This design comes from an exercise in tuning for small area on the open sky130 flow, not from production work.
Only simulation tests tie the RTL to the original design; equivalence was not proved.
Power is estimated from default activity; no workload was simulated.

## v19
==> flow/design.v (excerpt) <==
module fft_core (
   input               clk,
   input               rst_n,
   input        [3:0]  cfg_point,
   input               cfg_ifft,
   input        [5:0]  cfg_scaling,
   input               in_valid,
   input        [31:0] in_data,
   output logic        out_valid,
   output logic [31:0] out_data
);
Settings: LEC_CHECK=0, CAP_MARGIN=0, CORE_MARGIN=2, CORE_UTILIZATION=60, CTS_BUF_LIST=sky130_fd_sc_hd__clkbuf_2 sky130_fd_sc_hd__clkbuf_4 sky130_fd_sc_hd__clkbuf_8, CTS_CLUSTER_DIAMETER=60, CTS_CLUSTER_SIZE=20, SLEW_MARGIN=0, SYNTH_HIERARCHICAL=1, SYNTH_MEMORY_MAX_BITS=65536; clock period 20.0 ns.
run.sh (not shown) runs the stock make flow with config.mk's settings and CLKGATE_MAP_FILE= SYNTH_SCRIPT=/design/flow/synth_recipe.tcl, a recipe that flattens the netlist after the stock synthesis.
v19: flow completed, timing, DRC and antenna clean
Edits applied to the flow inputs when going from v19 to v33:
# v19
export LEC_CHECK = 0
export CAP_MARGIN = 0
export CORE_MARGIN = 2
export CORE_UTILIZATION = 60
export CTS_BUF_LIST = sky130_fd_sc_hd__clkbuf_2 sky130_fd_sc_hd__clkbuf_4 sky130_fd_sc_hd__clkbuf_8
export CTS_CLUSTER_DIAMETER = 60
export CTS_CLUSTER_SIZE = 20
export SLEW_MARGIN = 0
export SYNTH_HIERARCHICAL = 1
export SYNTH_MEMORY_MAX_BITS = 65536
create_clock -name core_clock -period 20.0 [get_ports {clk}]
# v33
export LEC_CHECK = 0
export CAP_MARGIN = 0
export CORE_MARGIN = 2
export CORE_UTILIZATION = 75
export CTS_BUF_LIST = sky130_fd_sc_hd__clkbuf_2 sky130_fd_sc_hd__clkbuf_4 sky130_fd_sc_hd__clkbuf_8
export CTS_CLUSTER_DIAMETER = 60
export CTS_CLUSTER_SIZE = 20
export PLACE_DENSITY = 0.85
export SLEW_MARGIN = 0
export SYNTH_HIERARCHICAL = 1
export SYNTH_MEMORY_MAX_BITS = 65536
create_clock -name core_clock -period 20.0 [get_ports {clk}]
==> flow/flow/run.sh (new file) <==
#!/bin/bash
# Layout flow: the standard flow (standard.sh, all ORFS steps from the
# standard synthesis to finish) with two settings changed:
#  - the port buffers that global placement inserts are buf_2 cells;
#  - clock tree synthesis inserts no dummy loads.
# make's full output goes to flow_make.log in the work folder; ORFS keeps
# each step's log under orfs/logs/.
set -euo pipefail
bash standard.sh \
  "BUFFER_PORTS_ARGS=-buffer_cell sky130_fd_sc_hd__buf_2" \
  "CTS_ARGS=-sink_clustering_enable -repair_clock_nets -dont_use_dummy_load -buf_list {sky130_fd_sc_hd__clkbuf_2 sky130_fd_sc_hd__clkbuf_4 sky130_fd_sc_hd__clkbuf_8} -sink_clustering_size 20 -sink_clustering_max_diameter 60" \
  finish > flow_make.log 2>&1
==> flow/standard.sh (new file) <==
#!/bin/bash
# synth_recipe.tcl (not shown) runs the flow's synth.tcl, then flattens the netlist and writes it again
# the make line also repeats each setting of config.mk as NAME=value (left out here)
make -C /OpenROAD-flow-scripts/flow DESIGN_CONFIG=/design/flow/config.mk WORK_HOME=/design/flow/orfs CLKGATE_MAP_FILE= SYNTH_SCRIPT=/design/flow/synth_recipe.tcl "${@:-finish}"
removed: flow/run.sh
### Flow results
v33 reached the final stage; the timing, design-rule and antenna checks on its layout passed. Async set-or-reset flop fraction in the synthesized netlist: v33 vs v19 identical. In v33 the core utilization turned out 13 points higher than in v19. Going from v19 to v33, the final wirelength was found to have gone down by 7.0%. Diff v19 -> v33: iteration count of the initial detailed-routing pass saw an increase; ratio of final minimum period to clock period saw an increase; worst path setup slack after routing saw a decrease; area added between synthesis and finish saw a decrease; post-route cell area saw a decrease. Min clock network power across v19 and v33: v33. In v33 the maximum resistive drop on vdd turned out about 6% higher than in v19. The lower total cell area at the placement stage of v19 and v33 is in v33.

========
fft_core, a different RTL version from the one above (not shown whole).
For scale: roughly 290 flip-flops.
==> flow/config.mk <==
export PLATFORM = sky130hd
export DESIGN_NAME = fft_core
export DESIGN_NICKNAME = fft_core
export VERILOG_FILES = /design/flow/design.v
export SDC_FILE = /design/flow/constraint.sdc
export NUM_CORES = 4
export LEC_CHECK = 0
export CAP_MARGIN = 0
export CORE_MARGIN = 2
export CORE_UTILIZATION = 75
export CTS_BUF_LIST = sky130_fd_sc_hd__clkbuf_4 sky130_fd_sc_hd__clkbuf_8
export CTS_CLUSTER_DIAMETER = 60
export CTS_CLUSTER_SIZE = 20
export PLACE_DENSITY = 0.85
export SLEW_MARGIN = 0
export SYNTH_HIERARCHICAL = 1
export SYNTH_MEMORY_MAX_BITS = 65536
==> flow/constraint.sdc <==
create_clock -name core_clock -period 20.0 [get_ports {clk}]
set_input_delay 4.0000 -clock core_clock [delete_from_list [all_inputs] [get_ports {clk}]]
set_output_delay 4.0000 -clock core_clock [all_outputs]
set_load 0.01 [all_outputs]
standard.sh (not shown) runs the stock make flow with config.mk's settings and CLKGATE_MAP_FILE= SYNTH_SCRIPT=/design/flow/synth_recipe.tcl, a recipe that flattens the netlist after the stock synthesis.
==> flow/flow/run.sh <==
#!/bin/bash
# Layout flow: the standard flow (standard.sh: ORFS from the standard
# synthesis script to finish) with these settings changed:
#  - ABC maps the logic between registers with an area-oriented script
#    (flow/abc_speed.script, used in place of ORFS's script of that name;
#    registers are mapped before ABC runs, so they are unchanged);
#  - the port buffers that global placement inserts are buf_2 cells;
#  - clock tree synthesis inserts no dummy loads.
# make's full output goes to flow_make.log in the work folder; ORFS keeps
# each step's log under orfs/logs/.
set -euo pipefail
rm -rf scripts_abc
cp -r "$FLOW_HOME/scripts" scripts_abc
cp flow/abc_speed.script scripts_abc/abc_speed.script
bash standard.sh \
  "SCRIPTS_DIR=$PWD/scripts_abc" \
  "BUFFER_PORTS_ARGS=-buffer_cell sky130_fd_sc_hd__buf_2" \
  "CTS_ARGS=-sink_clustering_enable -repair_clock_nets -dont_use_dummy_load -buf_list {sky130_fd_sc_hd__clkbuf_4 sky130_fd_sc_hd__clkbuf_8} -sink_clustering_size 20 -sink_clustering_max_diameter 60" \
  finish > flow_make.log 2>&1
==> flow/flow/abc_speed.script <==
&get -n
&st
&dch
&nf -a -R 1000 -E 100 -F 8 -A 6
&put
topo
stime -c
Next try:
--- a/flow/flow/run.sh
+++ b/flow/flow/run.sh
@@ -16,4 +16,4 @@
   "SCRIPTS_DIR=$PWD/scripts_abc" \
   "BUFFER_PORTS_ARGS=-buffer_cell sky130_fd_sc_hd__buf_2" \
-  "CTS_ARGS=-sink_clustering_enable -repair_clock_nets -dont_use_dummy_load -buf_list {sky130_fd_sc_hd__clkbuf_4 sky130_fd_sc_hd__clkbuf_8} -sink_clustering_size 20 -sink_clustering_max_diameter 60" \
+  "CTS_ARGS=-sink_clustering_enable -repair_clock_nets -dont_use_dummy_load -buf_list {sky130_fd_sc_hd__clkbuf_2 sky130_fd_sc_hd__clkbuf_4 sky130_fd_sc_hd__clkbuf_8} -sink_clustering_size 20 -sink_clustering_max_diameter 60" \
   finish > flow_make.log 2>&1
==> flow/flow/abc_speed.script (replaced) <==
&get -n
&st
&dch
&nf -a -R 1000
&put
buffer -c
topo
stime -c
upsize -c
dnsize -c
CTS_BUF_LIST = sky130_fd_sc_hd__clkbuf_2 sky130_fd_sc_hd__clkbuf_4 sky130_fd_sc_hd__clkbuf_8   (was sky130_fd_sc_hd__clkbuf_4 sky130_fd_sc_hd__clkbuf_8)
Outcome: Sequential power stays flat. Worst hold slack gets worse by 0.011 ns. Synthesized cell count goes up by 9.9%. Final area goes up by 1.3%. Setup slack gets better by 0.0077 ns. Core utilization goes down by 2.2 points. Area after synthesis goes up by 4.7%. Via count goes up by 2.1%. Non-clock buffer count goes down by 1. Final cell count goes up by 2.4%.

========
Another version of the RTL of fft_core (not shown whole).
Size: roughly 1800 cells after synthesis, about 290 flip-flops, roughly 79 I/O pins.
Settings: LEC_CHECK=0, CAP_MARGIN=0, CORE_MARGIN=2, CORE_UTILIZATION=75, CTS_BUF_LIST=sky130_fd_sc_hd__clkbuf_4 sky130_fd_sc_hd__clkbuf_8, CTS_CLUSTER_DIAMETER=60, CTS_CLUSTER_SIZE=20, PLACE_DENSITY=0.85, SLEW_MARGIN=0, SYNTH_HIERARCHICAL=1, SYNTH_MEMORY_MAX_BITS=65536; clock period 20.0 ns.
==> flow/flow/run.sh <==
#!/bin/bash
# Layout flow: the standard flow (standard.sh: ORFS from the standard
# synthesis script to finish) with these settings changed:
#  - ABC maps the logic between registers with an area-oriented script
#    (flow/abc_speed.script, used in place of ORFS's script of that name;
#    registers are mapped before ABC runs, so they are unchanged);
#  - the port buffers that global placement inserts are buf_2 cells;
#  - clock tree synthesis inserts no dummy loads.
# make's full output goes to flow_make.log in the work folder; ORFS keeps
# each step's log under orfs/logs/.
set -euo pipefail
rm -rf scripts_abc
cp -r "$FLOW_HOME/scripts" scripts_abc
cp flow/abc_speed.script scripts_abc/abc_speed.script
bash standard.sh \
  "SCRIPTS_DIR=$PWD/scripts_abc" \
  "BUFFER_PORTS_ARGS=-buffer_cell sky130_fd_sc_hd__buf_1" \
  "CTS_ARGS=-sink_clustering_enable -repair_clock_nets -dont_use_dummy_load -buf_list {sky130_fd_sc_hd__clkbuf_4 sky130_fd_sc_hd__clkbuf_8} -sink_clustering_size 20 -sink_clustering_max_diameter 60" \
  finish > flow_make.log 2>&1
==> flow/flow/abc_speed.script <==
&get -n
&st
&dch
&nf -a -R 1000 -E 100 -F 8 -A 6
&put
topo
stime -c
==> next run, changes <==
--- a/flow/flow/run.sh
+++ b/flow/flow/run.sh
@@ -17 +17 @@
-  "BUFFER_PORTS_ARGS=-buffer_cell sky130_fd_sc_hd__buf_1" \
+  "BUFFER_PORTS_ARGS=-buffer_cell sky130_fd_sc_hd__buf_2" \
- GPL_TIMING_DRIVEN: not set -> 0
Effect: Power rose by about 1%; setup slack improves by 57 ps; wire length stays flat; global-route usage fell by 0.49 points; non-clock buffer count fell by 19; flip-flop and latch count stays the same; clock skew barely changes; register-to-register slack degrades by 660 ps; sequential share of layout area fell by 0.26 points.
==> next run, changes <==
--- a/flow/flow/run.sh
+++ b/flow/flow/run.sh
@@ -7 +7 @@
-#  - the port buffers that global placement inserts are buf_2 cells;
+#  - the port buffers that global placement inserts are buf_1 cells;
@@ -17 +17 @@
-  "BUFFER_PORTS_ARGS=-buffer_cell sky130_fd_sc_hd__buf_2" \
+  "BUFFER_PORTS_ARGS=-buffer_cell sky130_fd_sc_hd__buf_1" \
==> flow/flow/abc_speed.script (replaced) <==
&get -n
&st
&dch
&nf -a -R 1000 -E 100 -F 8 -A 6
&st
&dch
&nf -a -R 1000 -E 100 -F 8 -A 6
&put
topo
stime -c
- GPL_TIMING_DRIVEN: 0 -> not set
After rerunning:
- The changed run went through all stages and came out clean
- critical path depth is unchanged
- cell area came out lower by about 1.6%
- worst setup slack loses 93 ps
- register-to-register slack gains 80 ps
- area after synthesis came out lower by about 0.55%
==> next run, changes <==
--- a/flow/flow/run.sh
+++ b/flow/flow/run.sh
@@ -7 +7 @@
-#  - the port buffers that global placement inserts are buf_1 cells;
+#  - the port buffers that global placement inserts are buf_2 cells;
@@ -17 +17 @@
-  "BUFFER_PORTS_ARGS=-buffer_cell sky130_fd_sc_hd__buf_1" \
+  "BUFFER_PORTS_ARGS=-buffer_cell sky130_fd_sc_hd__buf_2" \
==> flow/flow/abc_speed.script (replaced) <==
&get -n
&st
&dch
&nf -a -R 1000 -E 100 -F 8 -A 6
&put
topo
stime -c
=> The changed run finished with timing, DRC and antenna clean. Synthesized area goes up by 0.55%. Worst setup slack is better by 91 ps. Register-to-register slack is better by 430 ps. Via count is about the same. Design area rose by 0.80%. Utilization is higher by 0.42 points. Global-route usage is higher by 0.67 points. Critical path depth goes up by 1. Clock-buffer cell count is higher by 2. Sequential share of layout area went down by 0.22 points.

## afterwards: timing with drivers on the ports
In the flow no input, the clock included, has a driving cell. The finished layouts below were timed again as built, in two steps. Step 1 sets driving cells, clkbuf_16 on the clock port and buf_2 on the other inputs (assumed; they add their load-dependent delay and slew). Step 2, shift: input delay + t, output delay - t, t = (earliest + latest rising clock arrival at the registers) / 2. This alone moves slack from input paths to output paths. Three values: ideal, step 1, step 2; two values: the first two.
| run | shift t [ns] | setup slack, ns | clock arrival spread, ns | slew at the worst register clock pin (ns) | cell pins on the clock port's net |
|---|---|---|---|---|---|
| v19 | 0.666 | 0.490 / 0.432 / 1.069 | 0.044 / 0.043 | 0.12 / 0.12 | 1 |
| v33 | 0.625 | 0.391 / 0.343 / 0.967 | 0.111 / 0.111 | 0.12 / 0.12 | 1 |
| the first run of note 2 | 0.615 | 0.347 / 0.297 / 0.912 | 0.061 / 0.061 | 0.12 / 0.12 | 1 |
| the second run of note 2 | 0.633 | 0.355 / 0.305 / 0.937 | 0.077 / 0.077 | 0.12 / 0.12 | 1 |
| the first run of note 3 | 0.603 | 0.335 / 0.289 / 0.892 | 0.046 / 0.047 | 0.12 / 0.12 | 1 |
| the second run of note 3 | 0.619 | 0.392 / 0.346 / 0.012 | 0.048 / 0.049 | 0.12 / 0.12 | 1 |
| the third run of note 3 | 0.611 | 0.299 / 0.250 / 0.861 | 0.050 / 0.050 | 0.12 / 0.12 | 1 |
| the fourth run of note 3 | 0.619 | 0.390 / 0.343 / 0.962 | 0.063 / 0.063 | 0.12 / 0.12 | 1 |
After both steps every run listed still meets setup and hold. For the second run of note 3, which loses most, drivers alone change the setup slack by -0.046 ns; drivers and shift together by -0.380 ns.
